Context: an optimization exercise on an open-source flow, tuned for small area and a short achievable clock period. The choices shown serve that exercise and are no tape-out recipe. At most, simulation tests tie the RTL to the original design; equivalence was not proved. Function not checked in runs 1 to 3: the RTL went through the layout flow alone. No activity file was given, so power comes from the tool's default toggle rates.

==> design/flow/design.v <==
`timescale 1ns / 1ps
module EC(
input H0,L0,EC_prev,H1,  
output EC_out,EC_next 
    );
wire w;  
assign w = ~(H0 | L0);
assign EC_next = (w & EC_prev);
assign EC_out = (EC_next & H1);
endmodule
`timescale 1ns / 1ps
module TBC(
input X0,X1,Y0,Y1,  
output H,L  
    );
assign H = ((X0) & (!Y1)) | (X1 & (!Y1)) | (X1 & (!Y0));
assign L = (!X1) & Y1;
endmodule
`timescale 1ns / 1ps
module mux8bit(
input sel,
input [7:0]I1,I0,
output [7:0]Y
    );
assign Y = sel ? I1 : I0;
endmodule
`timescale 1ns / 1ps
module TDS(
input [7:0]P0,P1,P2,
output [7:0]Min,Med,Max
    );
wire [20:0]w;
wire [5:0]EC_next;
wire [8:0]EC_out;
wire [2:0]mux_sel;
wire [7:0]Temp_max,Temp_min_1,Temp_min_2;
TBC TBC_1_MSB_67(.X0(P0[6]),.X1(P0[7]),.Y0(P1[6]),.Y1(P1[7]),.H(w[0]),.L(w[1]));
TBC TBC_1_BITS45(.X0(P0[4]),.X1(P0[5]),.Y0(P1[4]),.Y1(P1[5]),.H(w[2]),.L(w[3]));
TBC TBC_1_BITS23(.X0(P0[2]),.X1(P0[3]),.Y0(P1[2]),.Y1(P1[3]),.H(w[4]),.L(w[5]));
TBC TBC_1_LSB_01(.X0(P0[0]),.X1(P0[1]),.Y0(P1[0]),.Y1(P1[1]),.H(w[6]),.L());
EC EC_1_MSB_45(.H0(w[0]),.L0(w[1]),.EC_prev(1'b1),.H1(w[2]),.EC_next(EC_next[0]),.EC_out(EC_out[0]));
EC EC_1_BITS23(.H0(w[2]),.L0(w[3]),.EC_prev(EC_next[0]),.H1(w[4]),.EC_next(EC_next[1]),.EC_out(EC_out[1]));
EC EC_1_LSB_01(.H0(w[4]),.L0(w[5]),.EC_prev(EC_next[1]),.H1(w[6]),.EC_next(),.EC_out(EC_out[2]));
assign mux_sel[0] = EC_out[0] | EC_out[1] | EC_out[2] | w[0];  
mux8bit m_1_min(.sel(mux_sel[0]),.I1(P1),.I0(P0),.Y(Temp_min_1));
mux8bit m_1_max(.sel(mux_sel[0]),.I1(P0),.I0(P1),.Y(Temp_max));
TBC TBC_2_MSB_67(.X0(Temp_max[6]),.X1(Temp_max[7]),.Y0(P2[6]),.Y1(P2[7]),.H(w[7]),.L(w[8]));
TBC TBC_2_BITS45(.X0(Temp_max[4]),.X1(Temp_max[5]),.Y0(P2[4]),.Y1(P2[5]),.H(w[9]),.L(w[10]));
TBC TBC_2_BITS23(.X0(Temp_max[2]),.X1(Temp_max[3]),.Y0(P2[2]),.Y1(P2[3]),.H(w[11]),.L(w[12]));
TBC TBC_2_LSB_01(.X0(Temp_max[0]),.X1(Temp_max[1]),.Y0(P2[0]),.Y1(P2[1]),.H(w[13]),.L());
EC EC_2_MSB_45(.H0(w[7]),.L0(w[8]),.EC_prev(1'b1),.H1(w[9]),.EC_next(EC_next[2]),.EC_out(EC_out[3]));
EC EC_2_BITS23(.H0(w[9]),.L0(w[10]),.EC_prev(EC_next[2]),.H1(w[11]),.EC_next(EC_next[3]),.EC_out(EC_out[4]));
EC EC_2_LSB_01(.H0(w[11]),.L0(w[12]),.EC_prev(EC_next[3]),.H1(w[13]),.EC_next(),.EC_out(EC_out[5]));
assign mux_sel[1] = EC_out[3] | EC_out[4] | EC_out[5] | w[7];
mux8bit m_2_min(.sel(mux_sel[1]),.I1(P2),.I0(Temp_max),.Y(Temp_min_2));
mux8bit m_2_max(.sel(mux_sel[1]),.I1(Temp_max),.I0(P2),.Y(Max));  
TBC TBC_3_MSB_67(.X0(Temp_min_1[6]),.X1(Temp_min_1[7]),.Y0(Temp_min_2[6]),.Y1(Temp_min_2[7]),.H(w[14]),.L(w[15]));
TBC TBC_3_BITS45(.X0(Temp_min_1[4]),.X1(Temp_min_1[5]),.Y0(Temp_min_2[4]),.Y1(Temp_min_2[5]),.H(w[16]),.L(w[17]));
TBC TBC_3_BITS23(.X0(Temp_min_1[2]),.X1(Temp_min_1[3]),.Y0(Temp_min_2[2]),.Y1(Temp_min_2[3]),.H(w[18]),.L(w[19]));
TBC TBC_3_LSB_01(.X0(Temp_min_1[0]),.X1(Temp_min_1[1]),.Y0(Temp_min_2[0]),.Y1(Temp_min_2[1]),.H(w[20]),.L());
EC EC_3_MSB_45(.H0(w[14]),.L0(w[15]),.EC_prev(1'b1),.H1(w[16]),.EC_next(EC_next[4]),.EC_out(EC_out[6]));
EC EC_3_BITS23(.H0(w[16]),.L0(w[17]),.EC_prev(EC_next[4]),.H1(w[18]),.EC_next(EC_next[5]),.EC_out(EC_out[7]));
EC EC_3_LSB_01(.H0(w[18]),.L0(w[19]),.EC_prev(EC_next[5]),.H1(w[20]),.EC_next(),.EC_out(EC_out[8]));
assign mux_sel[2] = EC_out[6] | EC_out[7] | EC_out[8] | w[14];
mux8bit m_3_min(.sel(mux_sel[2]),.I1(Temp_min_2),.I0(Temp_min_1),.Y(Min));  
mux8bit m_3_max(.sel(mux_sel[2]),.I1(Temp_min_1),.I0(Temp_min_2),.Y(Med));  
endmodule
`timescale 1ns / 1ps
module inexact_filter
# (parameter COUNT = 256)  
(input [7:0] Pixel_in,
input  clk,
output [7:0] Median
);
    function cmp;
        input [7:0] X, Y;
        reg [3:0] H, L;
        integer i;
        begin
            for (i = 0; i < 4; i = i + 1) begin
                H[i] = (X[2*i] & ~Y[2*i+1]) | (X[2*i+1] & ~Y[2*i+1]) | (X[2*i+1] & ~Y[2*i]);
                L[i] = ~X[2*i+1] & Y[2*i+1];
            end
            cmp = H[3] | (~(H[3] | L[3]) & H[2])
                       | (~(H[3] | L[3]) & ~(H[2] | L[2]) & H[1])
                       | (~(H[3] | L[3]) & ~(H[2] | L[2]) & ~(H[1] | L[1]) & H[0]);
        end
    endfunction
    function [2:0] tmin;
        input c01, c02, c12, c10;
        tmin = { c01 & c02 & c12 | ~c01 & c12 & c02,
                 c01 & c02 & ~c12 | c01 & ~c02 & ~c10,
                 c01 & ~c02 & c10 | ~c01 & c12 & ~c02 | ~c01 & ~c12 };
    endfunction
    function [2:0] tmed;
        input c01, c02, c12, c10;
        tmed = { c01 & c02 & ~c12 | ~c01 & c12 & ~c02,
                 c01 & c02 & c12 | c01 & ~c02 & c10 | ~c01 & ~c12,
                 c01 & ~c02 & ~c10 | ~c01 & c12 & c02 };
    endfunction
    function [2:0] tmax;
        input c01, c02, c12, c10;
        tmax = { c01 & ~c02 | ~c01 & ~c12,
                 ~c01 & c12,
                 c01 & c02 };
    endfunction
    localparam T1_ = 0, Tx_ = 1, M1_ = 2, M2_ = 3, D1_ = 4, D2_ = 5, N1_ = 6, N2_ = 7;
    function kk;
        input [7:0] u, w;
        input [63:0] k;
        integer i, j;
        begin
            kk = 1'b0;
            for (i = 0; i < 8; i = i + 1)
                for (j = 0; j < 8; j = j + 1)
                    if (i != j) kk = kk | (u[i] & w[j] & k[8*i+j]);
        end
    endfunction
    function kx;
        input [7:0] u, c;
        kx = |(u & c);
    endfunction
    function [7:0] val;
        input [7:0] u;
        input [63:0] v;
        integer i;
        begin
            val = 8'd0;
            for (i = 0; i < 8; i = i + 1)
                val = val | ({8{u[i]}} & v[8*i +: 8]);
        end
    endfunction
    function [7:0] pick;
        input [2:0] s;
        input [7:0] p0, p1, p2;
        pick = ({8{s[0]}} & p0) | ({8{s[1]}} & p1) | ({8{s[2]}} & p2);
    endfunction
    reg [7:0] lb [0:2*COUNT-2];
    integer li;
    always @(posedge clk) begin
        lb[0] <= Pixel_in;
        for (li = 1; li < 2*COUNT-1; li = li + 1)
            lb[li] <= lb[li-1];
    end
    reg [7:0] T1, Tx, M1, M2, D1, D2, N1, N2;
    reg [63:0] k;
    reg [7:0] Med_r;
    wire [7:0] X = Pixel_in;
    wire [63:0] vk = {N2, N1, D2, D1, M2, M1, Tx, T1};
    localparam [7:0] ET1 = 8'd1, ETx = 8'd2, EM1 = 8'd4, EM2 = 8'd8,
                     ED1 = 8'd16, ED2 = 8'd32, EN1 = 8'd64, EN2 = 8'd128;
    wire [7:0] xg, gx;   
    genvar gi;
    generate
        for (gi = 0; gi < 8; gi = gi + 1) begin : gxc
            assign xg[gi] = cmp(X, vk[8*gi +: 8]);
            assign gx[gi] = cmp(vk[8*gi +: 8], X);
        end
    endgenerate
    wire p = gx[Tx_];          
    wire q = gx[T1_];          
    wire r = k[8*T1_+Tx_];     
    wire [7:0] md0 = r ? ET1 : ETx;    
    wire [7:0] mn0 = r ? ETx : ET1;    
    wire [7:0] aK  = pick(tmin(k[8*Tx_+M1_], k[8*Tx_+M2_], k[8*M1_+M2_], k[8*M1_+Tx_]), ETx, EM1, EM2);
    wire [7:0] bK1 = pick(tmed(k[8*T1_+D1_], k[8*T1_+D2_], k[8*D1_+D2_], k[8*D1_+T1_]), ET1, ED1, ED2);
    wire [7:0] cK1 = pick(tmax(k[8*T1_+N1_], k[8*T1_+N2_], k[8*N1_+N2_], k[8*N1_+T1_]), ET1, EN1, EN2);
    wire [7:0] bK0 = pick(tmed(kk(md0, ED1, k), kk(md0, ED2, k), k[8*D1_+D2_], kk(ED1, md0, k)), md0, ED1, ED2);
    wire [7:0] cK0 = pick(tmax(kk(mn0, EN1, k), kk(mn0, EN2, k), k[8*N1_+N2_], kk(EN1, mn0, k)), mn0, EN1, EN2);
    wire [2:0] aX = tmin(xg[M1_], xg[M2_], k[8*M1_+M2_], gx[M1_]);
    wire [2:0] bX = tmed(xg[D1_], xg[D2_], k[8*D1_+D2_], gx[D1_]);
    wire [2:0] cX = tmax(xg[N1_], xg[N2_], k[8*N1_+N2_], gx[N1_]);
    wire [2:0] f0X  = tmed(kx(bK0, xg), kx(cK0, xg), kk(bK0, cK0, k), kx(bK0, gx));
    wire [2:0] f0M1 = tmed(kk(EM1, bK0, k), kk(EM1, cK0, k), kk(bK0, cK0, k), kk(bK0, EM1, k));
    wire [2:0] f0M2 = tmed(kk(EM2, bK0, k), kk(EM2, cK0, k), kk(bK0, cK0, k), kk(bK0, EM2, k));
    wire [2:0] f1X  = tmed(kk(aK, bK1, k), kx(aK, gx), kx(bK1, gx), kk(bK1, aK, k));
    wire [2:0] f1N1 = tmed(kk(aK, bK1, k), kk(aK, EN1, k), kk(bK1, EN1, k), kk(bK1, aK, k));
    wire [2:0] f1N2 = tmed(kk(aK, bK1, k), kk(aK, EN2, k), kk(bK1, EN2, k), kk(bK1, aK, k));
    wire [2:0] f2X  = tmed(kx(aK, gx), kk(aK, cK1, k), kx(cK1, xg), kx(aK, xg));
    wire [2:0] f2D1 = tmed(kk(aK, ED1, k), kk(aK, cK1, k), kk(ED1, cK1, k), kk(ED1, aK, k));
    wire [2:0] f2D2 = tmed(kk(aK, ED2, k), kk(aK, cK1, k), kk(ED2, cK1, k), kk(ED2, aK, k));
    wire [7:0] VaK  = val(aK, vk);
    wire [7:0] VbK0 = val(bK0, vk);
    wire [7:0] VcK0 = val(cK0, vk);
    wire [7:0] VbK1 = val(bK1, vk);
    wire [7:0] VcK1 = val(cK1, vk);
    wire [7:0] R0M1 = val(pick(f0M1, EM1, bK0, cK0), vk);
    wire [7:0] R0M2 = val(pick(f0M2, EM2, bK0, cK0), vk);
    wire [7:0] R1N1 = val(pick(f1N1, aK, bK1, EN1), vk);
    wire [7:0] R1N2 = val(pick(f1N2, aK, bK1, EN2), vk);
    wire [7:0] R2D1 = val(pick(f2D1, aK, ED1, cK1), vk);
    wire [7:0] R2D2 = val(pick(f2D2, aK, ED2, cK1), vk);
    wire c0 = ~p, c1 = p & q, c2 = p & ~q;
    wire sX    = c0 & aX[0] & f0X[0] | c1 & cX[0] & f1X[2] | c2 & bX[0] & f2X[1];
    wire sbK0  = c0 & aX[0] & f0X[1];
    wire scK0  = c0 & aX[0] & f0X[2];
    wire sR0M1 = c0 & aX[1];
    wire sR0M2 = c0 & aX[2];
    wire saK   = c1 & cX[0] & f1X[0] | c2 & bX[0] & f2X[0];
    wire sbK1  = c1 & cX[0] & f1X[1];
    wire sR1N1 = c1 & cX[1];
    wire sR1N2 = c1 & cX[2];
    wire scK1  = c2 & bX[0] & f2X[2];
    wire sR2D1 = c2 & bX[1];
    wire sR2D2 = c2 & bX[2];
    wire [7:0] med = {8{sX}} & X | {8{sbK0}} & VbK0 | {8{scK0}} & VcK0
                   | {8{sR0M1}} & R0M1 | {8{sR0M2}} & R0M2
                   | {8{saK}} & VaK | {8{sbK1}} & VbK1 | {8{sR1N1}} & R1N1 | {8{sR1N2}} & R1N2
                   | {8{scK1}} & VcK1 | {8{sR2D1}} & R2D1 | {8{sR2D2}} & R2D2;
    wire [7:0] A = lb[2*COUNT-2];
    wire [7:0] B = lb[COUNT-2];
    wire       s0 = cmp(A, B);
    wire [7:0] T1n = s0 ? B : A;
    wire [7:0] Txn = s0 ? A : B;
    wire [2:0] cmx = p ? 3'b100 : 3'b001;
    wire [2:0] cmd = p ? (q ? 3'b010 : 3'b001) : (r ? 3'b010 : 3'b100);
    wire [2:0] cmn = p ? (q ? 3'b001 : 3'b010) : (r ? 3'b100 : 3'b010);
    wire [63:0] vn = {Txn, T1n, N1, D1, M1, Tx, T1, X};
    wire [63:0] cn;
    genvar ga, gb;
    generate
        for (ga = 0; ga < 8; ga = ga + 1) begin : gna
            for (gb = 0; gb < 8; gb = gb + 1) begin : gnb
                if (ga == gb) begin : gd
                    assign cn[8*ga+gb] = 1'b0;
                end else if (ga == 0 && gb <= 5) begin : gxa
                    assign cn[8*ga+gb] = xg[gb == 1 ? T1_ : gb == 2 ? Tx_ : gb == 3 ? M1_ : gb == 4 ? D1_ : N1_];
                end else if (gb == 0 && ga <= 5) begin : gxb
                    assign cn[8*ga+gb] = gx[ga == 1 ? T1_ : ga == 2 ? Tx_ : ga == 3 ? M1_ : ga == 4 ? D1_ : N1_];
                end else if (ga >= 1 && ga <= 5 && gb >= 1 && gb <= 5) begin : gkk
                    localparam integer KA = ga == 1 ? T1_ : ga == 2 ? Tx_ : ga == 3 ? M1_ : ga == 4 ? D1_ : N1_;
                    localparam integer KB = gb == 1 ? T1_ : gb == 2 ? Tx_ : gb == 3 ? M1_ : gb == 4 ? D1_ : N1_;
                    assign cn[8*ga+gb] = k[8*KA+KB];
                end else begin : gnew
                    assign cn[8*ga+gb] = cmp(vn[8*ga +: 8], vn[8*gb +: 8]);
                end
            end
        end
    endgenerate
    wire [7:0] nsel [0:7];
    assign nsel[T1_] = 8'b0100_0000;
    assign nsel[Tx_] = 8'b1000_0000;
    assign nsel[M1_] = {5'd0, cmx};
    assign nsel[M2_] = 8'b0000_1000;
    assign nsel[D1_] = {5'd0, cmd};
    assign nsel[D2_] = 8'b0001_0000;
    assign nsel[N1_] = {5'd0, cmn};
    assign nsel[N2_] = 8'b0010_0000;
    function nc;
        input [7:0] u, w;
        input [63:0] c;
        integer i, j;
        begin
            nc = 1'b0;
            for (i = 0; i < 8; i = i + 1)
                for (j = 0; j < 8; j = j + 1)
                    if (i != j) nc = nc | (u[i] & w[j] & c[8*i+j]);
        end
    endfunction
    wire [63:0] kn;
    genvar gu, gw;
    generate
        for (gu = 0; gu < 8; gu = gu + 1) begin : gku
            for (gw = 0; gw < 8; gw = gw + 1) begin : gkw
                if (gu == gw) begin : gd
                    assign kn[8*gu+gw] = 1'b0;
                end else begin : gc
                    assign kn[8*gu+gw] = nc(nsel[gu], nsel[gw], cn);
                end
            end
        end
    endgenerate
    always @(posedge clk) begin
        T1 <= T1n;
        Tx <= Txn;
        M1 <= p ? Tx : X;
        D1 <= p ? (q ? T1 : X) : (r ? T1 : Tx);
        N1 <= p ? (q ? X : T1) : (r ? Tx : T1);
        M2 <= M1;
        D2 <= D1;
        N2 <= N1;
        k  <= kn;
        Med_r <= med;
    end
    assign Median = Med_r;
endmodule
==> design/flow/run.sh <==
#!/bin/bash
# synth_recipe.tcl (not shown) runs the flow's synth.tcl, then flattens the netlist and writes it again
# the make line also repeats each setting of config.mk as NAME=value (left out here)
make -C /OpenROAD-flow-scripts/flow DESIGN_CONFIG=/design/flow/config.mk WORK_HOME=/design/flow/orfs CLKGATE_MAP_FILE= SYNTH_SCRIPT=/design/flow/synth_recipe.tcl finish
==> design/flow/config.mk <==
export PLATFORM = sky130hd
export DESIGN_NAME = inexact_filter
export DESIGN_NICKNAME = inexact_filter
export VERILOG_FILES = /design/flow/design.v
export SDC_FILE = /design/flow/constraint.sdc
export NUM_CORES = 4
export LEC_CHECK = 0
export ABC_CLOCK_PERIOD_IN_PS = 2000
export CAP_MARGIN = 20
export CORE_MARGIN = 2
export CORE_UTILIZATION = 40
export SETUP_SLACK_MARGIN = 5
export SLEW_MARGIN = 20
==> design/flow/constraint.sdc <==
create_clock -name core_clock -period 11.0 [get_ports {clk}]
set_input_delay 2.2000 -clock core_clock [delete_from_list [all_inputs] [get_ports {clk}]]
set_output_delay 2.2000 -clock core_clock [all_outputs]
set_load 0.01 [all_outputs]
==> summary.txt, run 1 <==
outcome: no timing/DRC/antenna violations
Slew Viols, Final: 0
core region area: 231900 sq um
reg-to-reg setup timing slack: 5.33 ns
CP startpoint: Pixel_in[0]
clock latency (worst-skew pair): 0.98 ns
Final Power: 29.24 mW
post-synth cell types: 91
initial antenna violation count: 14
DIE WIDTH: 486.2 um
row cnt: 177
Setup crit end: Med_r[6]
Worst R2R End: Med_r[6]
Vias/cell: 4.367
Worst-path clk slew: 0.06 ns
Crit. End Element: flip-flop
startpoint types: input port
Num Clock Sinks: 4201
hold path depth: 0
All-Layer GR Usage: 0.1618
RSZ-0062 raised after global routing: true
number of global-route vias before repair: 41170
slew margin rel.: 0.2038
CTS Root Buffer Type: clkbuf_16
GRT overflow: 0
Post-synth EDFFs: 0
setup TNS: 0 ns
postcts setup bufs: 0
pin count of the biggest net entering global routing: 30
final setup violation count: 0
ys flop type: dfxtp_1
via count: 40900
Max H-tree Level: 5
routed length per instance: 20.44 um
CTS tree: yes
fraction of layout cells with a size suffix above 1: 0.1254
CP delay by family, top: compound AO/OA/AOI/OAI gates
leakage: 43.77 nW
IO Pins: 17
Final GP Congestion: 0.8560
Seq/Total Area, Yosys: 0.9041
crit path DAT: 6.79 ns
Initial Util: 0.4012
Initial DRC Count: 2491
Num CTS Buffers: 387
DRC viols: 0
Avg Inst Size Synth: 16.50 sq um
Antenna Violating Nets Remaining: 0
type of the most critical hold path: flip-flop to flip-flop
Pre-Repair DR Iteration Count: 10
Crit path depth: 12
Die Ht: 486.2 um
Final nets: 6029
Max Clock Skew: 0.1249 ns
Post-Syn Instances: 5638
Async SR Flop Fraction: 0
fin crit period: 5.958 ns
Max Freq: 167.9 MHz
Seq cells post-synth: 4201
CP Buf/Inv Count: 2
Setup Crit Path Kind: input port to flip-flop
Syn Nets: 5647
PD cells: 264.8 nW/um^2
Critical Path Fanout Max: 17
worst r2r src: cn[10]
R2R cell count: 10
Post-Syn Area: 93020 sq um
final worst-path cycle share: 0.5416
Max Cap Viol: 0
Routed WL: 191500 um
Filler Cells Inserted: 19550
required time of the critical path: 11.83 ns
worst slew pin tran: 1.189 ns
Ys Warns: 2
global-route wire length before repair: 281200 um
max incr delay on CP: 0.76 ns
post-detail-place hpwl: 119200 um
clk buf depth: 4
CP max-delay cell: a2111oi_0
worst path cell trace: clkdlybuf4s50_1 -> buf_4 -> o21ba_2 -> a2111oi_1 -> o21ai_1 -> o21ai_0 -> o221a_2 -> a2111oi_1 -> o21ai_1 -> nand3_1 -> a2111oi_0 -> nand4_1
final hold vios: 0
Layout Area Growth over Synthesis: 18.70%
Worst VDD drop: 160.4 uV
Die ar.: 236400 sq um
IO buf count: 16
kinds of logic after synthesis:
| group | share of synthesized area |
|---|---|
| flip-flops | 0.9041 |
| AO/OA/AOI/OAI | 0.05360 |
| AND/OR/NAND/NOR | 0.02854 |
| buffers and inverters | 0.007586 |
| multiplexers | 0.006040 |
| adder cells (fa/ha/maj) | 0.0001076 |
area by class of cell:
class                           count  area [sq um]  area share
Sequential cell                  4201         84100      0.7617
Clock buffer                      542         11210      0.1015
Multi-Input combinational cell   1257          8359     0.07571
Tap cell                         3043          3807     0.03448
Clock inverter                    142          1767     0.01600
Timing Repair Buffer              127         973.4    0.008816
Inverter                           46         172.7    0.001564
Antenna cell                        8         20.02   0.0001813
state kept, by name, summed over array words and instances (netlist names):
register / count
D1: 8
M2: 8
N2: 8
D2: 8
lb: 4088
k: 25
Tx: 8
N1: 8
cn: 16
Med_r: 8
T1: 8
M1: 8
worst min-delay path by stage:
stage,from,endpoint,slack [ns]
floorplan,lb[99][0],lb[100][0],0.31
global placement,lb[401][1],lb[402][1],0.31
detailed placement,lb[10][0],lb[11][0],0.31
CTS,lb[487][7],lb[488][7],0.23
global route,lb[485][7],lb[486][7],0.24
finish,lb[496][5],lb[497][5],0.25
what timing repair did:
| action | 4_1_cts | 5_1_grt |
|---|---|---|
| hold buffers | 0 | 0 |
| setup endpoints to repair | 8 | 6 |
| resized for setup | 12 | 8 |
per-layer routing:
layer,share of wire,routed length [um],vias up,GRT usage
li1,-,-,19520,-
met1,0.50,95550,20080,0.2336
met2,0.43,82160,916,0.2426
met3,0.041,7765,388,0.02880
met4,0.031,5994,2,0.05946
met5,0.000068,13,-,0
synthesized netlist by cell type (9+ instances only):
| master | n | area share |
|---|---|---|
| o221ai_1 | 31 | 0.0029 |
| o211ai_1 | 20 | 0.0016 |
| dfxtp_1 | 4201 | 0.90 |
| nor2b_1 | 24 | 0.0016 |
| nor3_1 | 25 | 0.0013 |
| a221o_1 | 28 | 0.0030 |
| a21o_1 | 12 | 0.00097 |
| a221oi_1 | 22 | 0.0021 |
| a211oi_1 | 30 | 0.0024 |
| a22oi_1 | 39 | 0.0031 |
| mux2i_1 | 37 | 0.0040 |
| and2_1 | 31 | 0.0021 |
| a2111oi_0 | 18 | 0.0017 |
| clkbuf_1 | 113 | 0.0046 |
| o2bb2ai_1 | 18 | 0.0017 |
| and3b_1 | 9 | 0.00085 |
| nand4_1 | 12 | 0.00081 |
| a2bb2oi_1 | 19 | 0.0018 |
| and3_1 | 22 | 0.0015 |
| nand2b_1 | 23 | 0.0015 |
| a21oi_1 | 105 | 0.0056 |
| o21ai_0 | 80 | 0.0043 |
| nor2_1 | 117 | 0.0047 |
| o2111ai_1 | 10 | 0.00094 |
| a222oi_1 | 24 | 0.0026 |
| nor4_1 | 10 | 0.00067 |
| o22ai_1 | 36 | 0.0024 |
| a22o_1 | 28 | 0.0026 |
| o21ai_1 | 15 | 0.00081 |
| a21boi_0 | 16 | 0.0013 |
| a31oi_1 | 15 | 0.0010 |
| nand3_1 | 29 | 0.0016 |
| a32oi_1 | 11 | 0.0010 |
| o21bai_1 | 14 | 0.0011 |
| inv_1 | 43 | 0.0017 |
| mux2_2 | 14 | 0.0017 |
| o21a_1 | 11 | 0.00089 |
| nand2_1 | 163 | 0.0066 |
| buf_2 | 12 | 0.00065 |
stage by stage:
stage,utilization,area [sq um],hold WS (ns),worst slack (ns),cells
floorplan,-,93020,0.3096,5.457,5638
global placement,0.4199,97360,0.3096,3.112,8674
detailed placement,0.4200,97380,0.3121,3.156,8674
CTS,0.4761,110400,0.2312,5.008,9358
global route,0.4761,110400,0.2372,4.986,9359
finish,0.4762,110400,0.2460,5.043,9366
worst reg2reg max path, stage by stage, from the launching register on:
cell and delay [ns]:
dfxtp_2 0.31, buf_4 0.52, mux2_2 0.71, a221o_1 0.43
a22o_1 0.31, o211ai_1 0.96, a21boi_1 0.61, a222oi_1 0.76
a21boi_0 0.19, a2111oi_0 0.61, nand4_1 0.17
cells in the final DEF (no fill, tap or decap), drive strengths merged, types with 25 or more instances in the layout:
cell	synthesis	final
a22o	28	28
o21ai	95	95
clkbuf	113	544
and2	36	36
o22ai	36	36
nor3	25	25
a211oi	30	30
a22oi	39	39
o221ai	31	31
dfxtp	4201	4201
clkinv	1	72
inv	45	70
buf	21	113
a21oi	105	105
nor2	117	117
a221o	28	28
nand2	163	163
a221oi	25	25
bufinv	0	33
nand3	29	29
mux2i	37	37
where the power goes:
group | switching, mW | leakage, nW | internal (mW)
registers | 0.0721 | 34.0 | 15.3
clock network | 5.36 | 6.41 | 7.90
logic | 0.425 | 3.36 | 0.171
==> run 2, diff against run 1 <==
==> design/flow/flow/run.sh (new file) <==
#!/bin/bash
set -euo pipefail
MARGIN=${MARGIN:-7.5}
bash standard.sh SETUP_SLACK_MARGIN=$MARGIN finish > standard_flow.log 2>&1
==> design/flow/standard.sh (new file) <==
#!/bin/bash
# synth_recipe.tcl (not shown) runs the flow's synth.tcl, then flattens the netlist and writes it again
# the make line also repeats each setting of config.mk as NAME=value (left out here)
make -C /OpenROAD-flow-scripts/flow DESIGN_CONFIG=/design/flow/config.mk WORK_HOME=/design/flow/orfs CLKGATE_MAP_FILE= SYNTH_SCRIPT=/design/flow/synth_recipe.tcl "${@:-finish}"
removed: design/flow/run.sh
==> summary.txt, run 2 <==
clock latency (worst-skew pair): 0.93 ns
Worst VDD drop: 164.5 uV
Antenna Violating Nets Remaining: 0
Max Freq: 213.0 MHz
post-detail-place hpwl: 118400 um
IO Pins: 17
Vias/cell: 4.404
post-synth cell types: 91
max incr delay on CP: 0.57 ns
CP max-delay cell: or4_1
global-route wire length before repair: 287500 um
routed length per instance: 20.69 um
clk buf depth: 4
final setup violation count: 0
number of global-route vias before repair: 41830
via count: 41590
pin count of the biggest net entering global routing: 29
Async SR Flop Fraction: 0
Initial Util: 0.4012
cell with the most instances after synthesis: dfxtp_1
leakage: 44.46 nW
Final Power: 29.05 mW
Post-Syn Instances: 5638
Max Cap Viol: 0
Filler Cells Inserted: 19420
register area: 84140 sq um
Layout Area Growth over Synthesis: 20.96%
crit path DAT: 5.45 ns
largest reg by FF count: lb
row cnt: 177
type of the most critical hold path: flip-flop to flip-flop
final hold vios: 0
Max H-tree Level: 5
Initial DRC Count: 2586
Routed WL: 195400 um
All-Layer GR Usage: 0.1651
core region area: 231900 sq um
area leader, netlist: dfxtp_1
initial antenna violation count: 15
post-layout util: 0.4853
DRC viols: 0
CTS tree: yes
startpoint types: input port
CP Buf/Inv Count: 2
setup TNS: 0 ns
GRT overflow: 0
worst slew pin tran: 1.188 ns
Post-Syn Area: 93020 sq um
CP delay by family, top: simple AND/OR/NAND/NOR gates
fraction of layout cells with a size suffix above 1: 0.1641
Pre-Repair DR Iteration Count: 9
Seq cells post-synth: 4201
Setup Crit Path Kind: input port to flip-flop
Syn Nets: 5647
Ys Warns: 2
Die Ht: 486.2 um
Worst-path clk slew: 0.06 ns
Crit. End Element: flip-flop
Die ar.: 236400 sq um
Post-synth EDFFs: 0
Seq/Total Area, Yosys: 0.9041
fin crit period: 4.695 ns
Avg Inst Size Synth: 16.50 sq um
Slew Viols, Final: 0
DIE WIDTH: 486.2 um
slew margin rel.: 0.2081
top-area cell type share of the netlist area: 0.9041
Max Clock Skew: 0.07938 ns
PD cells: 258.2 nW/um^2
commonest non-fill, non-tap cells in the layout: dfxtp_1, clkbuf_16, buf_4
synth cell count leaders: dfxtp_1, nand2_1, nor2_1
area of the multi-input gates: 9579 sq um
IO buf count: 16
outcome: no timing/DRC/antenna violations
Critical Path Fanout Max: 11
top cells by area, synth: dfxtp_1, nand2_1, a21oi_1
CTS Root Buffer Type: clkbuf_16
Num CTS Buffers: 383
final worst-path cycle share: 0.4268
Final nets: 6116
post-route cell area: 112500 sq um
worst path cell trace: buf_2 -> buf_12 -> nor2b_1 -> a2111oi_4 -> o41ai_4 -> nand2_1 -> and3_4 -> mux2i_4 -> o22a_2 -> o22ai_1 -> or4_1 -> or4b_4
Hold Buf Count CTS: 0
commonest non-fill, non-tap cell in the layout: dfxtp_1
Num Clock Sinks: 4201
ys flop type: dfxtp_1
RSZ-0062 raised after global routing: true
required time of the critical path: 11.76 ns
Final GP Congestion: 0.8699
max FFs per register: 4088
Placed Area: 97580 sq um
[run 2: path summary, 6_finish.rpt]
kind | start | endpoint | slack (ns) | cells past startpoint
max | Pixel_in[0] | Med_r[3] | 6.31 | 12
min | lb[471][2] | lb[472][2] | 0.27 | 0
max reg2reg | cn[10] | Med_r[3] | 6.32 | 12
min reg2reg | lb[471][2] | lb[472][2] | 0.27 | 0
[run 2: cell families after synthesis]
kind of cell	count (synthesis)	synth area share
mux	53	0.006040
flops	4201	0.9041
simple gates	527	0.02854
buf+inv	180	0.007586
compound gates	676	0.05360
fa+ha+maj	1	0.0001076
[run 2: report_power, final]
group	switching, mW	total (mW)	internal (mW)
logic	0.464	0.701	0.237
registers	0.0799	15.4	15.3
clock network	5.24	13.0	7.71
total	5.79	29.1	23.3
[run 2: through the flow]
step / setup slack, ns / hold WS [ns] / std cells
2_1_floorplan: 5.901 / 0.3096 / 5638
5_1_grt: 6.257 / 0.2836 / 9437
3_5_place_dp: 3.618 / 0.3121 / 8660
4_1_cts: 6.392 / 0.2645 / 9401
6_report: 6.305 / 0.2698 / 9444
3_3_place_gp: 3.711 / 0.3095 / 8659
[run 2: what timing repair did]
item | CTS | global route
buffers inserted | 63 | 32
cloned | 7 | 3
gates resized for setup | 280 | 64
endpoints found under the setup margin | 76 | 51
pin swaps | 48 | 54
[run 2: layout make-up]
type	count	area share
flip-flops and latches	4201	0.7478
clock buffers	564	0.1012
multi-input cells	1257	0.08514
well taps	3043	0.03384
repair buffers	218	0.01902
clock inverters	107	0.01126
inverters	46	0.001646
diodes	8	0.0001779
[run 2: worst register-to-register path, delay by kind of cell (launching register included)]
family / cells / cell delay [ns]
flip-flops: 1 / 0.34
AO/OA/AOI/OAI: 6 / 1.96
AND/OR/NAND/NOR: 4 / 1.70
buffers and inverters: 2 / 0.53
[run 2: routing by layer]
layer  up-vias  track usage  share of wire
met5         -            0        0.00013
met4         4      0.06872          0.038
met3       438      0.03458          0.057
met2      1093       0.2347           0.41
met1     20370       0.2431           0.50
li1      19690            -              -
==> run 3, diff against run 2 <==
--- a/design/flow/config.mk
+++ b/design/flow/config.mk
@@ -9,5 +9,7 @@
 export CAP_MARGIN = 20
 export CORE_MARGIN = 2
 export CORE_UTILIZATION = 40
+export CTS_CLUSTER_DIAMETER = 100
+export CTS_CLUSTER_SIZE = 32
 export SETUP_SLACK_MARGIN = 5
 export SLEW_MARGIN = 20
==> summary.txt, run 3 <==
Syn Nets: 5647
routed length per instance: 21.09 um
pin count of the biggest net entering global routing: 33
Die ar.: 236400 sq um
Ys Warns: 2
IO Pins: 17
IO buf count: 16
Slew Viols, Final: 0
cell with the most instances after synthesis: dfxtp_1
global-route wire length before repair: 275800 um
Num Clock Sinks: 4201
fraction of layout cells with a size suffix above 1: 0.1117
initial antenna violation count: 12
Final Power: 23.01 mW
Max Clock Skew: 0.05623 ns
final worst-path cycle share: 0.4321
commonest non-fill, non-tap cells in the layout: dfxtp_1, buf_4, clkbuf_16
synth cell count leaders: dfxtp_1, nand2_1, nor2_1
Worst-path clk slew: 0.10 ns
Filler Cells Inserted: 20090
clock latency (worst-skew pair): 0.84 ns
Setup Crit Path Kind: input port to flip-flop
required time of the critical path: 11.67 ns
setup TNS: 0 ns
crit path DAT: 5.43 ns
Layout Area Growth over Synthesis: 12.55%
worst setup margin: 6.247 ns
pre-CTS WS: 3.618 ns
Critical Path Fanout Max: 6
CTS tree: yes
core region area: 231900 sq um
max FFs per register: 4088
post-layout util: 0.4515
Seq cells post-synth: 4201
area leader, netlist: dfxtp_1
GRT overflow: 0
post-synth cell types: 91
clk buf depth: 3
type of the most critical hold path: flip-flop to flip-flop
Initial DRC Count: 2617
Crit. End Element: flip-flop
Max Freq: 210.4 MHz
Routed WL: 189500 um
RSZ-0062 raised after global routing: true
slew margin rel.: 0.2034
DRC viols: 0
via count: 39960
fin crit period: 4.753 ns
Num CTS Buffers: 157
commonest non-fill, non-tap cell in the layout: dfxtp_1
Final GP Congestion: 0.8699
final hold vios: 0
startpoint types: input port
post-detail-place hpwl: 118400 um
PD cells: 219.8 nW/um^2
Worst VDD drop: 140.9 uV
number of global-route vias before repair: 39140
Post-synth EDFFs: 0
final setup violation count: 0
largest reg by FF count: lb
Async SR Flop Fraction: 0
leakage: 40.59 nW
Max H-tree Level: 4
All-Layer GR Usage: 0.1591
Antenna Violating Nets Remaining: 0
Vias/cell: 4.448
Post-Syn Area: 93020 sq um
Final nets: 5918
Initial Util: 0.4012
worst slew pin tran: 1.195 ns
top-area cell type share of the netlist area: 0.9041
Seq/Total Area, Yosys: 0.9041
row cnt: 177
Max Cap Viol: 0
DIE WIDTH: 486.2 um
CTS Root Buffer Type: clkbuf_16
Avg Inst Size Synth: 16.50 sq um
Post-Syn Instances: 5638
top cells by area, synth: dfxtp_1, nand2_1, a21oi_1
ys flop type: dfxtp_1
Pre-Repair DR Iteration Count: 7
Die Ht: 486.2 um
outcome: no timing/DRC/antenna violations
-- run 3: cell count changes in the layout (fill, tap and decap cells not counted), moves of 24 or more --
cell / before / now
clkbuf_16: 391 / 166
clkbuf_8: 101 / 0
bufinv_16: 24 / 0
clkinv_2: 51 / 2
clkbuf_1: 75 / 0
-- run 3: kinds of logic after synthesis --
group,share of synthesized area
AOI/OAI and AO/OA,0.05360
adders and majority gates,0.0001076
buffers and inverters,0.007586
DFF,0.9041
muxes,0.006040
and+or+nand+nor,0.02854
-- run 3: final cells by class --
class                   count  area, sq um  share of cell area
clock inverters            23        396.6            0.003789
flip-flops and latches   4201        84140              0.8037
multi-input cells        1257         9648             0.09216
repair buffers            246         2487             0.02376
clock buffers             160         4004             0.03825
inverters                  46        185.2            0.001769
well taps                3043         3807             0.03637
diodes                      9        22.52           0.0002151
-- run 3: worst paths after layout --
check	slack (ns)	endpoint	depth (start not counted)	startpoint
worst max register to register	6.33	Med_r[3]	11	cn[10]
worst min-delay path	0.31	lb[469][2]	0	lb[468][2]
worst min register to register	0.31	lb[469][2]	0	lb[468][2]
worst max-delay path	6.25	Med_r[3]	14	Pixel_in[4]
-- run 3: metal layers --
layer	global-route usage	vias up	wire length (um)
met5	0	-	13
met2	0.2287	838	76980
met4	0.05513	2	6599
met3	0.02742	298	8846
li1	-	19010	-
met1	0.2403	19820	97050
-- run 3: repair_timing --
item                       CTS  global route
pin swaps                   58            59
gates cloned                 7             6
setup endpoints to repair   76            41
resized for setup          292            90
hold buffers                 0             0
setup buffers               75            45
-- run 3: per-stage QoR --
step / hold WS (ns) / instance area [sq um] / std cells
final: 0.3132 / 104700 / 8985
after floorplan: 0.3096 / 93590 / 5638
after global routing: 0.3194 / 104700 / 8978
after detailed placement: 0.3121 / 97580 / 8660
after global placement: 0.3095 / 97570 / 8659
after CTS: 0.3113 / 103800 / 8925
-- run 3: worst max-delay path, stage by stage --
cell,delay [ns]
buf_12,0.10
buf_12,0.13
buf_12,0.15
or2_4,0.27
a2111oi_4,0.28
buf_4,0.19
nor4_2,0.05
a211oi_2,0.35
a21oi_2,0.12
mux2i_4,0.21
o22a_2,0.20
o22ai_1,0.06
or4_1,0.57
or4b_4,0.52
-- run 3: report_power, final --
part           switching [mW]  internal [mW]
logic                   0.470          0.252
registers              0.0800           15.3
clock network            4.21           2.70
total                    4.76           18.3
==> run 4, diff against run 3 <==
--- a/design/flow/design.v
+++ b/design/flow/design.v
@@ -170,20 +170,23 @@
     wire [2:0] aX = tmin(xg[M1_], xg[M2_], k[8*M1_+M2_], gx[M1_]);
     wire [2:0] bX = tmed(xg[D1_], xg[D2_], k[8*D1_+D2_], gx[D1_]);
     wire [2:0] cX = tmax(xg[N1_], xg[N2_], k[8*N1_+N2_], gx[N1_]);
-    wire [2:0] f0X  = tmed(kx(bK0, xg), kx(cK0, xg), kk(bK0, cK0, k), kx(bK0, gx));
-    wire [2:0] f0M1 = tmed(kk(EM1, bK0, k), kk(EM1, cK0, k), kk(bK0, cK0, k), kk(bK0, EM1, k));
-    wire [2:0] f0M2 = tmed(kk(EM2, bK0, k), kk(EM2, cK0, k), kk(bK0, cK0, k), kk(bK0, EM2, k));
-    wire [2:0] f1X  = tmed(kk(aK, bK1, k), kx(aK, gx), kx(bK1, gx), kk(bK1, aK, k));
-    wire [2:0] f1N1 = tmed(kk(aK, bK1, k), kk(aK, EN1, k), kk(bK1, EN1, k), kk(bK1, aK, k));
-    wire [2:0] f1N2 = tmed(kk(aK, bK1, k), kk(aK, EN2, k), kk(bK1, EN2, k), kk(bK1, aK, k));
-    wire [2:0] f2X  = tmed(kx(aK, gx), kk(aK, cK1, k), kx(cK1, xg), kx(aK, xg));
-    wire [2:0] f2D1 = tmed(kk(aK, ED1, k), kk(aK, cK1, k), kk(ED1, cK1, k), kk(ED1, aK, k));
-    wire [2:0] f2D2 = tmed(kk(aK, ED2, k), kk(aK, cK1, k), kk(ED2, cK1, k), kk(ED2, aK, k));
     wire [7:0] VaK  = val(aK, vk);
     wire [7:0] VbK0 = val(bK0, vk);
     wire [7:0] VcK0 = val(cK0, vk);
     wire [7:0] VbK1 = val(bK1, vk);
     wire [7:0] VcK1 = val(cK1, vk);
+    wire xbK0 = cmp(X, VbK0), bK0x = cmp(VbK0, X), xcK0 = cmp(X, VcK0);
+    wire aKx  = cmp(VaK, X),  xaK  = cmp(X, VaK);
+    wire bK1x = cmp(VbK1, X), xcK1 = cmp(X, VcK1);
+    wire [2:0] f0X  = tmed(xbK0, xcK0, kk(bK0, cK0, k), bK0x);
+    wire [2:0] f0M1 = tmed(kk(EM1, bK0, k), kk(EM1, cK0, k), kk(bK0, cK0, k), kk(bK0, EM1, k));
+    wire [2:0] f0M2 = tmed(kk(EM2, bK0, k), kk(EM2, cK0, k), kk(bK0, cK0, k), kk(bK0, EM2, k));
+    wire [2:0] f1X  = tmed(kk(aK, bK1, k), aKx, bK1x, kk(bK1, aK, k));
+    wire [2:0] f1N1 = tmed(kk(aK, bK1, k), kk(aK, EN1, k), kk(bK1, EN1, k), kk(bK1, aK, k));
+    wire [2:0] f1N2 = tmed(kk(aK, bK1, k), kk(aK, EN2, k), kk(bK1, EN2, k), kk(bK1, aK, k));
+    wire [2:0] f2X  = tmed(aKx, kk(aK, cK1, k), xcK1, xaK);
+    wire [2:0] f2D1 = tmed(kk(aK, ED1, k), kk(aK, cK1, k), kk(ED1, cK1, k), kk(ED1, aK, k));
+    wire [2:0] f2D2 = tmed(kk(aK, ED2, k), kk(aK, cK1, k), kk(ED2, cK1, k), kk(ED2, aK, k));
     wire [7:0] R0M1 = val(pick(f0M1, EM1, bK0, cK0), vk);
     wire [7:0] R0M2 = val(pick(f0M2, EM2, bK0, cK0), vk);
     wire [7:0] R1N1 = val(pick(f1N1, aK, bK1, EN1), vk);
--- a/design/flow/config.mk
+++ b/design/flow/config.mk
@@ -9,7 +9,5 @@
 export CAP_MARGIN = 20
 export CORE_MARGIN = 2
 export CORE_UTILIZATION = 40
-export CTS_CLUSTER_DIAMETER = 100
-export CTS_CLUSTER_SIZE = 32
 export SETUP_SLACK_MARGIN = 5
 export SLEW_MARGIN = 20
==> summary.txt, run 4 <==
met2 usage: 0.2503
Comb pwr share: 0.013
pin count of the biggest net entering global routing: 26
Crit. End Element: flip-flop
GRT busiest layer: met2
R2R cell count: 13
Vias/cell: 4.385
Pre-Repair DR Iteration Count: 9
Initial DRC Count: 2355
crit path DAT: 5.10 ns
Post-Syn Area: 93180 sq um
hold path depth: 0
Hold Buf Count CTS: 0
Clock Power Share: 0.455
Syn Nets: 5671
Worst VDD drop: 211.5 uV
worst slew pin tran: 1.113 ns
IO buf count: 16
post-synth cell types: 96
Antenna Violating Nets Remaining: 0
sw frac: 0.1932
GRT overflow: 0
CP startpoint: cn[10]
register area: 84160 sq um
worst path cell trace: buf_6 -> inv_4 -> a32o_4 -> buf_12 -> a221oi_1 -> o21ai_0 -> a21oi_1 -> a21oi_2 -> a21boi_0 -> a22oi_1 -> o221ai_4 -> a221oi_1 -> nand2b_4
fin crit period: 4.216 ns
IO Pins: 17
Seq/Total Area, Yosys: 0.9026
required time of the critical path: 11.88 ns
final worst-path cycle share: 0.3833
clk buf depth: 4
Pint: 23.25 mW
core region area: 232100 sq um
Routed WL: 196700 um
Non-Filler Instances: 9559
final setup violation count: 0
Max Freq: 237.2 MHz
global-route wire length before repair: 289000 um
fraction of layout cells with a size suffix above 1: 0.1824
Final nets: 6223
CP Buf/Inv Count: 3
Worst-path clk slew: 0.06 ns
max incr delay on CP: 0.93 ns
Seq cells post-synth: 4201
Async SR Flop Fraction: 0
All-Layer GR Usage: 0.1662
Final GP Congestion: 0.8578
DRC viols: 0
outcome: no timing/DRC/antenna violations
final hold vios: 0
top-area cell type share of the netlist area: 0.9026
Placed Area: 97580 sq um
largest reg by FF count: lb
Ys Warns: 2
most frequent CP cell: a221oi_1
RSZ-0062 raised after global routing: true
Critical Path Fanout Max: 15
Die ar.: 236800 sq um
net switching power: 5.567 mW
CP delay by family, top: compound AO/OA/AOI/OAI gates
Num CTS Buffers: 382
synth cell count leaders: dfxtp_1, nand2_1, o21ai_0
clock latency (worst-skew pair): 1.01 ns
Filler Cells Inserted: 19420
CTS Root Buffer Type: clkbuf_16
Num Clock Sinks: 4201
ys flop type: dfxtp_1
Max Clock Skew: 0.1398 ns
slew margin rel.: 0.2580
initial antenna violation count: 13
PD cells: 252.8 nW/um^2
commonest non-fill, non-tap cells in the layout: dfxtp_1, clkbuf_16, buf_4
Post-Syn Instances: 5662
reg-to-reg setup timing slack: 6.78 ns
Final Power: 28.82 mW
post-detail-place hpwl: 117700 um
post-route cell area: 114000 sq um
setup TNS: 0 ns
worst r2r src: cn[10]
leakage: 45.30 nW
DIE WIDTH: 486.6 um
CP max-delay cell: a221oi_1
via count: 41920
Seq pwr share: 0.532
Max H-tree Level: 5
Layout Area Growth over Synthesis: 22.35%
number of global-route vias before repair: 42050
Die Ht: 486.6 um
GRT met1 Usage: 0.2354
area leader, netlist: dfxtp_1
Post-synth EDFFs: 0
Avg Inst Size Synth: 16.46 sq um
met3 Use GR: 0.03151
Slew Viols, Final: 0
routed length per instance: 20.57 um
Max Cap Viol: 0
max FFs per register: 4088
Crit path depth: 13
Placed Cells: 8686
area of the multi-input gates: 9748 sq um
startpoint types: flip-flop
CTS tree: yes
row cnt: 177
commonest non-fill, non-tap cell in the layout: dfxtp_1
top cells by area, synth: dfxtp_1, nand2_1, o21ai_0
Initial Util: 0.4015
cell with the most instances after synthesis: dfxtp_1
hold_sp: lb[296][7]
Setup Crit Path Kind: flip-flop to flip-flop
type of the most critical hold path: flip-flop to flip-flop
==> run 4: cell types whose count changed in the layout (fill, tap and decap cells not counted), sizes merged, moves of 23 or more <==
| cell | change |
|---|---|
| a22oi | +25 |
| buf | +58 |
| bufinv | +31 |
| clkbuf | +383 |
| clkinv | +58 |
| nor2 | -23 |
| o21ai | +35 |
==> run 4: per-layer routing <==
| metal | routed length (um) | vias to the layer above | share of wire |
|---|---|---|---|
| li1 | - | 19940 | - |
| met1 | 95290 | 20630 | 0.48 |
| met2 | 84970 | 961 | 0.43 |
| met3 | 9195 | 386 | 0.047 |
| met4 | 7210 | 0 | 0.037 |
| met5 | 0 | - | 0 |
==> run 4: timing repair <==
| item | 4_1_cts | 5_1_grt |
|---|---|---|
| setup endpoints to repair | 76 | 63 |
| setup buffers | 140 | 28 |
| gates cloned | 19 | 0 |
| resized for setup | 369 | 111 |
| pin swaps | 82 | 71 |
==> run 4: stage by stage <==
stage / utilization / setup WS, ns / hold slack (ns)
2_1_floorplan: - / 6.342 / 0.3096
3_3_place_gp: 0.4204 / 3.559 / 0.3095
3_5_place_dp: 0.4204 / 3.572 / 0.3121
4_1_cts: 0.4886 / 6.818 / 0.2361
5_1_grt: 0.4912 / 6.700 / 0.2532
6_report: 0.4912 / 6.784 / 0.2353
==> run 4: kinds of logic (layout without fill, tap and decap cells) <==
family,count (synthesis),after routing,synth area share
other,0,3,0
and+or+nand+nor,510,511,0.02758
AOI/OAI and AO/OA,695,695,0.05407
buffers and inverters,189,1039,0.008285
DFF,4201,4201,0.9026
muxes,67,67,0.007479
==> run 4: area by class of cell <==
class | instances | share of cell area
clock inverter | 134 | 0.01434
clock buffer | 549 | 0.09833
timing repair buffer | 302 | 0.02812
multi-input combinational | 1273 | 0.08550
antenna | 3 | 0.00006585
tap | 3043 | 0.03340
inverter | 54 | 0.002041
sequential | 4201 | 0.7382
==> run 4: final timing paths <==
kind,endpoint
worst max register to register,Med_r[4]
worst min register to register,lb[297][7]
worst min-delay path,lb[297][7]
worst max-delay path,Med_r[4]
==> run 4: power by group through the flow <==
stage | Combinational, mW | Clock (mW) | Sequential (mW)
after floorplan | 0.150 | 0 | 15.7
after global placement | 0.281 | 0 | 15.7
after detailed placement | 0.276 | 0 | 15.7
after CTS | 0.360 | 13.5 | 15.3
after global routing | 0.382 | 14.1 | 15.3
final | 0.369 | 13.1 | 15.3
==> run 5, diff against run 4 <==
--- a/design/flow/config.mk
+++ b/design/flow/config.mk
@@ -9,5 +9,7 @@
 export CAP_MARGIN = 20
 export CORE_MARGIN = 2
 export CORE_UTILIZATION = 40
+export CTS_CLUSTER_DIAMETER = 100
+export CTS_CLUSTER_SIZE = 32
 export SETUP_SLACK_MARGIN = 5
 export SLEW_MARGIN = 20
==> summary.txt, run 5 <==
commonest non-fill, non-tap cell in the layout: dfxtp_1
Seq/Total Area, Yosys: 0.9026
All-Layer GR Usage: 0.1590
Worst VDD drop: 180.7 uV
post-detail-place hpwl: 117700 um
max FFs per register: 4088
commonest non-fill, non-tap cells in the layout: dfxtp_1, buf_4, nand2_1, clkbuf_16, o21ai_0
top cells by area, synth: dfxtp_1, nand2_1, o21ai_0
post-layout util: 0.4531
area leader, netlist: dfxtp_1
Post-synth EDFFs: 0
type of the most critical hold path: flip-flop to flip-flop
Avg Inst Size Synth: 16.46 sq um
max incr delay on CP: 0.40 ns
CP startpoint: Pixel_in[7]
Antenna Violating Nets Remaining: 0
Hold Buf Count CTS: 0
post-synth cell types: 96
outcome: no timing/DRC/antenna violations
worst r2r src: k[19]
Initial Util: 0.4015
Die ar.: 236800 sq um
Filler Cells Inserted: 20140
leakage: 40.89 nW
worst path cell trace: buf_6 -> buf_12 -> buf_4 -> buf_4 -> a21oi_1 -> a31oi_1 -> nor3_1 -> o21ai_1 -> buf_6 -> a41oi_1 -> a211oi_2 -> nand4_1 -> a2111o_1 -> a211o_1
Post-Syn Instances: 5662
Async SR Flop Fraction: 0
synth cell count leaders: dfxtp_1, nand2_1, o21ai_0
PD cells: 215.7 nW/um^2
startpoint types: input port
Ys Warns: 2
core region area: 232100 sq um
CTS tree: yes
Max Cap Viol: 0
CTS Root Buffer Type: clkbuf_16
largest reg by FF count: lb
Critical Path Fanout Max: 9
Syn Nets: 5671
Crit. End Element: flip-flop
required time of the critical path: 11.75 ns
Layout Area Growth over Synthesis: 12.86%
Max Clock Skew: 0.06576 ns
DRC viols: 0
GRT overflow: 0
CP Buf/Inv Count: 5
initial antenna violation count: 12
cell with the most instances after synthesis: dfxtp_1
Vias/cell: 4.428
Num Clock Sinks: 4201
Initial DRC Count: 2458
Final GP Congestion: 0.8578
Post-Syn Area: 93180 sq um
Slew Viols, Final: 0
Seq cells post-synth: 4201
CP delay by family, top: compound AO/OA/AOI/OAI gates
slew margin rel.: 0.2099
clock latency (worst-skew pair): 0.87 ns
Pre-Repair DR Iteration Count: 8
Die Ht: 486.6 um
Worst-path clk slew: 0.11 ns
IO buf count: 16
top-area cell type share of the netlist area: 0.9026
via count: 40010
row cnt: 177
DIE WIDTH: 486.6 um
crit path DAT: 5.16 ns
Routed WL: 189300 um
fraction of layout cells with a size suffix above 1: 0.1171
hold_sp: lb[490][3]
worst slew pin tran: 1.185 ns
Final nets: 5962
global-route wire length before repair: 275300 um
final setup violation count: 0
setup TNS: 0 ns
fin crit period: 4.410 ns
Max Freq: 226.7 MHz
ys flop type: dfxtp_1
clk buf depth: 3
pin count of the biggest net entering global routing: 33
number of global-route vias before repair: 39300
routed length per instance: 20.95 um
Num CTS Buffers: 157
Setup Crit Path Kind: input port to flip-flop
Max H-tree Level: 4
final hold vios: 0
final worst-path cycle share: 0.4009
RSZ-0062 raised after global routing: true
IO Pins: 17
CP max-delay cell: a31oi_1
run 5: cell counts after synthesis:
No cell type changed its count.
run 5: report_power, final:
group	switching, mW	leakage (nW)	internal, mW
Sequential	0.0413	34.0	15.3
Clock	4.29	2.19	2.71
Combinational	0.226	4.70	0.133
Total	4.56	40.9	18.1
run 5: logic make-up (layout without fill, tap and decap cells):
kind of cell,Yosys count,in the layout,synth area share
AND/OR/NAND/NOR,510,512,0.02758
multiplexers,67,67,0.007479
other,0,13,0
AO/OA/AOI/OAI,695,695,0.05407
buffers and inverters,189,505,0.008285
flip-flops,4201,4201,0.9026
run 5: path summary, 6_finish.rpt:
path | end | slack (ns) | cells past startpoint
max | Med_r[5] | 6.59 | 14
min | lb[491][3] | 0.31 | 0
max reg2reg | Med_r[3] | 6.74 | 13
min reg2reg | lb[491][3] | 0.31 | 0
run 5: metrics by stage:
stage          hold slack (ns)  std cells  setup WS, ns  area [sq um]  power [mW]
2_1_floorplan           0.3096       5662         6.342         93540       15.80
3_3_place_gp            0.3095       8686         3.559         97570       15.96
3_5_place_dp            0.3121       8686         3.572         97580       15.95
4_1_cts                 0.3044       8994         6.653        104600       22.98
5_1_grt                 0.2994       9023         6.533        105100       23.55
6_report                0.3068       9036         6.590        105200       22.68
run 5: timing repair:
item,CTS,global route
gates resized for setup,352,79
setup endpoints to repair,76,65
pin swaps,76,51
cloned,18,1
setup buffers,104,28
run 5: area by class of cell:
| type | instances | area, sq um | area share |
|---|---|---|---|
| Timing Repair Buffer | 265 | 2872 | 0.02731 |
| Clock inverter | 28 | 566.8 | 0.005390 |
| Sequential cell | 4201 | 84150 | 0.8002 |
| Multi-Input combinational cell | 1274 | 9548 | 0.09079 |
| Inverter | 54 | 230.2 | 0.002189 |
| Antenna cell | 13 | 32.53 | 0.0003093 |
| Tap cell | 3043 | 3807 | 0.03620 |
| Clock buffer | 158 | 3954 | 0.03760 |
run 5: layer usage:
layer,GRT usage,vias up,routed length (um)
met1,0.2316,19830,93780
met3,0.02622,303,8158
met2,0.2393,759,81010
li1,-,19120,-
met4,0.05455,0,6320
met5,0,-,0
==> run 6, diff against run 5 <==
--- a/design/flow/design.v
+++ b/design/flow/design.v
@@ -144,7 +144,7 @@
     end
     reg [7:0] T1, Tx, M1, M2, D1, D2, N1, N2;
     reg [63:0] k;
-    reg [7:0] Med_r;
+    reg [7:0] MedA_r, MedB_r;
     wire [7:0] X = Pixel_in;
     wire [63:0] vk = {N2, N1, D2, D1, M2, M1, Tx, T1};
     localparam [7:0] ET1 = 8'd1, ETx = 8'd2, EM1 = 8'd4, EM2 = 8'd8,
@@ -194,7 +194,6 @@
     wire [7:0] R2D1 = val(pick(f2D1, aK, ED1, cK1), vk);
     wire [7:0] R2D2 = val(pick(f2D2, aK, ED2, cK1), vk);
     wire c0 = ~p, c1 = p & q, c2 = p & ~q;
-    wire sX    = c0 & aX[0] & f0X[0] | c1 & cX[0] & f1X[2] | c2 & bX[0] & f2X[1];
     wire sbK0  = c0 & aX[0] & f0X[1];
     wire scK0  = c0 & aX[0] & f0X[2];
     wire sR0M1 = c0 & aX[1];
@@ -206,10 +205,13 @@
     wire scK1  = c2 & bX[0] & f2X[2];
     wire sR2D1 = c2 & bX[1];
     wire sR2D2 = c2 & bX[2];
-    wire [7:0] med = {8{sX}} & X | {8{sbK0}} & VbK0 | {8{scK0}} & VcK0
-                   | {8{sR0M1}} & R0M1 | {8{sR0M2}} & R0M2
-                   | {8{saK}} & VaK | {8{sbK1}} & VbK1 | {8{sR1N1}} & R1N1 | {8{sR1N2}} & R1N2
-                   | {8{scK1}} & VcK1 | {8{sR2D1}} & R2D1 | {8{sR2D2}} & R2D2;
+    wire sX0  = c0 & aX[0] & f0X[0];
+    wire sX12 = c1 & cX[0] & f1X[2] | c2 & bX[0] & f2X[1];
+    wire [7:0] medA = {8{sX0}} & X | {8{sbK0}} & VbK0 | {8{scK0}} & VcK0
+                    | {8{sR0M1}} & R0M1 | {8{sR0M2}} & R0M2
+                    | {8{sR1N1}} & R1N1 | {8{sR1N2}} & R1N2;
+    wire [7:0] medB = {8{sX12}} & X | {8{saK}} & VaK | {8{sbK1}} & VbK1
+                    | {8{scK1}} & VcK1 | {8{sR2D1}} & R2D1 | {8{sR2D2}} & R2D2;
     wire [7:0] A = lb[2*COUNT-2];
     wire [7:0] B = lb[COUNT-2];
     wire       s0 = cmp(A, B);
@@ -283,7 +285,8 @@
         D2 <= D1;
         N2 <= N1;
         k  <= kn;
-        Med_r <= med;
+        MedA_r <= medA;
+        MedB_r <= medB;
     end
-    assign Median = Med_r;
-endmodule
+    assign Median = MedA_r | MedB_r;
+endmodule
==> summary.txt, run 6 <==
Die Ht: 487.3 um
final setup violation count: 0
max FFs per register: 4088
net switching power: 4.883 mW
final worst-path cycle share: 0.3991
GRT met1 Usage: 0.2363
Async SR Flop Fraction: 0
Crit. End Element: flip-flop
row cnt: 177
Seq/Total Area, Yosys: 0.9018
Seq pwr share: 0.662
slew margin rel.: 0.2614
leakage: 41.25 nW
top-area cell type share of the netlist area: 0.9018
area of the multi-input gates: 9789 sq um
Setup Crit Path Kind: input port to flip-flop
cell with the most instances after synthesis: dfxtp_1
PD cells: 220.3 nW/um^2
synth cell count leaders: dfxtp_1, nor2_1, nand2_1
RSZ-0062 raised after global routing: true
fin crit period: 4.391 ns
Initial DRC Count: 2700
Max Freq: 227.8 MHz
worst setup margin: 6.609 ns
setup TNS: 0 ns
required time of the critical path: 11.74 ns
Die ar.: 237500 sq um
post-detail-place hpwl: 116700 um
Num Clock Sinks: 4209
Routed WL: 187900 um
Critical Path Fanout Max: 6
sw frac: 0.2098
Seq cells post-synth: 4209
routed length per instance: 20.77 um
DIE WIDTH: 487.3 um
Initial Util: 0.4018
ys flop type: dfxtp_1
global-route wire length before repair: 271600 um
Layout Area Growth over Synthesis: 13.10%
top cells by area, synth: dfxtp_1, nor2_1, o21ai_0
initial antenna violation count: 12
area leader, netlist: dfxtp_1
All-Layer GR Usage: 0.1570
DRC viols: 0
Comb pwr share: 0.032
Max Cap Viol: 0
Post-Syn Area: 93430 sq um
worst r2r src: k[37]
largest reg by FF count: lb
commonest non-fill, non-tap cell in the layout: dfxtp_1
Ys Warns: 2
CTS Root Buffer Type: clkbuf_16
GRT busiest layer: met1
register area: 84300 sq um
Slew Viols, Final: 0
Filler Cells Inserted: 20200
type of the most critical hold path: flip-flop to flip-flop
clock latency (worst-skew pair): 0.86 ns
clk buf depth: 3
CP startpoint: Pixel_in[3]
post-synth cell types: 97
crit path DAT: 5.13 ns
hold_sp: lb[486][3]
via count: 40000
Clock Power Share: 0.306
Worst-path clk slew: 0.11 ns
final hold vios: 0
Final Power: 23.28 mW
number of global-route vias before repair: 39200
met2 usage: 0.2220
Max Clock Skew: 0.06552 ns
Vias/cell: 4.421
Post-synth EDFFs: 0
commonest non-fill, non-tap cells in the layout: dfxtp_1, buf_4, clkbuf_16
Avg Inst Size Synth: 16.51 sq um
fraction of layout cells with a size suffix above 1: 0.1244
CTS tree: yes
met3 Use GR: 0.02693
outcome: no timing/DRC/antenna violations
Pre-Repair DR Iteration Count: 6
startpoint types: input port
worst slew pin tran: 1.106 ns
Num CTS Buffers: 160
Final nets: 5978
Worst VDD drop: 140.2 uV
Antenna Violating Nets Remaining: 0
IO buf count: 16
pin count of the biggest net entering global routing: 33
Max H-tree Level: 4
core region area: 232500 sq um
GRT overflow: 0
Syn Nets: 5669
Pint: 18.40 mW
pre-CTS WS: 3.960 ns
Final GP Congestion: 0.8883
Post-Syn Instances: 5660
IO Pins: 17
[run 6: changes by cell type after synthesis, sizes merged, moves of 10 or more]
cell	delta
nand4	-14
a22oi	-19
a221o	+28
o21ai	-20
a221oi	+18
inv	+10
nor2	+45
a21oi	-19
o211ai	+15
or2	+10
a22o	-15
nand3	-11
nand2	-45
o22a	+15
[run 6: worst paths after layout]
kind	slack, ns	end	depth (start not counted)
setup / recovery	6.61	MedA_r[2]	14
hold reg to reg	0.30	lb[487][3]	0
setup reg to reg	6.71	MedA_r[2]	11
hold / removal	0.30	lb[487][3]	0
[run 6: metal layers]
layer  wire length [um]  part of all wire  up-vias
met4               7305             0.039        0
met5                  0                 0        -
met1              96750              0.51    19650
li1                   -                 -    19190
met3               8249             0.044      327
met2              75630              0.40      824
[run 6: power groups by stage]
stage / clock, mW / sequential, mW / combinational, mW
2_1_floorplan: 0 / 15.7 / 0.319
3_3_place_gp: 0 / 15.8 / 0.599
3_5_place_dp: 0 / 15.8 / 0.590
4_1_cts: 7.43 / 15.4 / 0.710
5_1_grt: 7.95 / 15.4 / 0.767
6_report: 7.13 / 15.4 / 0.743
[run 6: critical path: stages]
cell and delay [ns]:
buf_16 0.13, buf_12 0.15, buf_4 0.15, or3b_2 0.44, a21oi_1 0.20, o32ai_2 0.11
o21ai_2 0.17, buf_4 0.22, or4_4 0.15, buf_12 0.13, nor2_4 0.04, or2_4 0.28
a221o_1 0.34, or4_1 0.39
[run 6: timing repair]
item                       in CTS  in global routing
resized for setup             369                 94
hold buffers                    0                  0
gates cloned                   11                  1
setup endpoints to repair      82                 68
setup buffers                 131                 35
pin swaps                      60                 59
[run 6: cell families (layout without fill, tap and decap cells)]
logic type / after synthesis / in the layout / share of synthesized area
flip-flops: 4209 / 4209 / 0.9018
AO/OA/AOI/OAI: 705 / 707 / 0.05665
AND/OR/NAND/NOR: 501 / 503 / 0.02676
buffers and inverters: 191 / 526 / 0.008584
multiplexers: 54 / 54 / 0.006187
other: 0 / 5 / 0
[run 6: through the flow]
step           instance area [sq um]  utilization  std cells  hold WS [ns]
3_3_place_gp                   97730       0.4203       8670        0.3096
4_1_cts                       105000       0.4515       9006        0.2974
3_5_place_dp                   97740       0.4203       8672        0.3121
6_report                      105700       0.4544       9047        0.2995
5_1_grt                       105700       0.4544       9043        0.2914
2_1_floorplan                  93850            -       5660        0.3096
[run 6: cell type report]
class                      instances  share of cell area
clock buffer                     166             0.03890
clock inverter                    26            0.005115
multi-input combinational       1264             0.09264
timing repair buffer             272             0.02714
inverter                          62            0.002344
antenna                            5           0.0001184
tap                             3043             0.03603
sequential                      4209              0.7977

[afterwards: timing with drivers on the ports]
In the flow no input, the clock included, has a driving cell. The finished layouts below were timed again as built, in two steps.
Step 1 assumes that a clkbuf_16 drives the clock port and a buf_2 every other input.
Step 2 times the ports against the registers' clock, not the clock port: input delays grow and output delays shrink by t, the midpoint of the rising clock arrivals with the driver on.
a / b / c = ideal / step 1 / step 2; a / b = the first two.
run | t, ns | slack for setup (ns) | latest minus earliest clock arrival (ns) | worst data-port slew with drivers (ns) | cell pins on the clock port's net
run 1 | 0.995 | 5.042 / 5.096 / 4.101 | 0.128 / 0.128 | 0.05 | 1
run 2 | 0.987 | 6.305 / 6.317 / 5.348 | 0.112 / 0.112 | 0.11 | 1
run 3 | 0.892 | 6.247 / 6.282 / 5.390 | 0.064 / 0.064 | 0.11 | 1
run 4 | 1.036 | 6.784 / 6.784 / 5.785 | 0.144 / 0.143 | 0.06 | 1
run 5 | 0.936 | 6.590 / 6.643 / 5.707 | 0.071 / 0.070 | 0.06 | 1
run 6 | 0.908 | 6.609 / 6.628 / 5.719 | 0.094 / 0.095 | 0.08 | 1
After both steps every run listed still meets setup and hold. The setup slack of run 4, which loses most, moves by 0.000 ns with the drivers and by -0.999 ns with both steps.
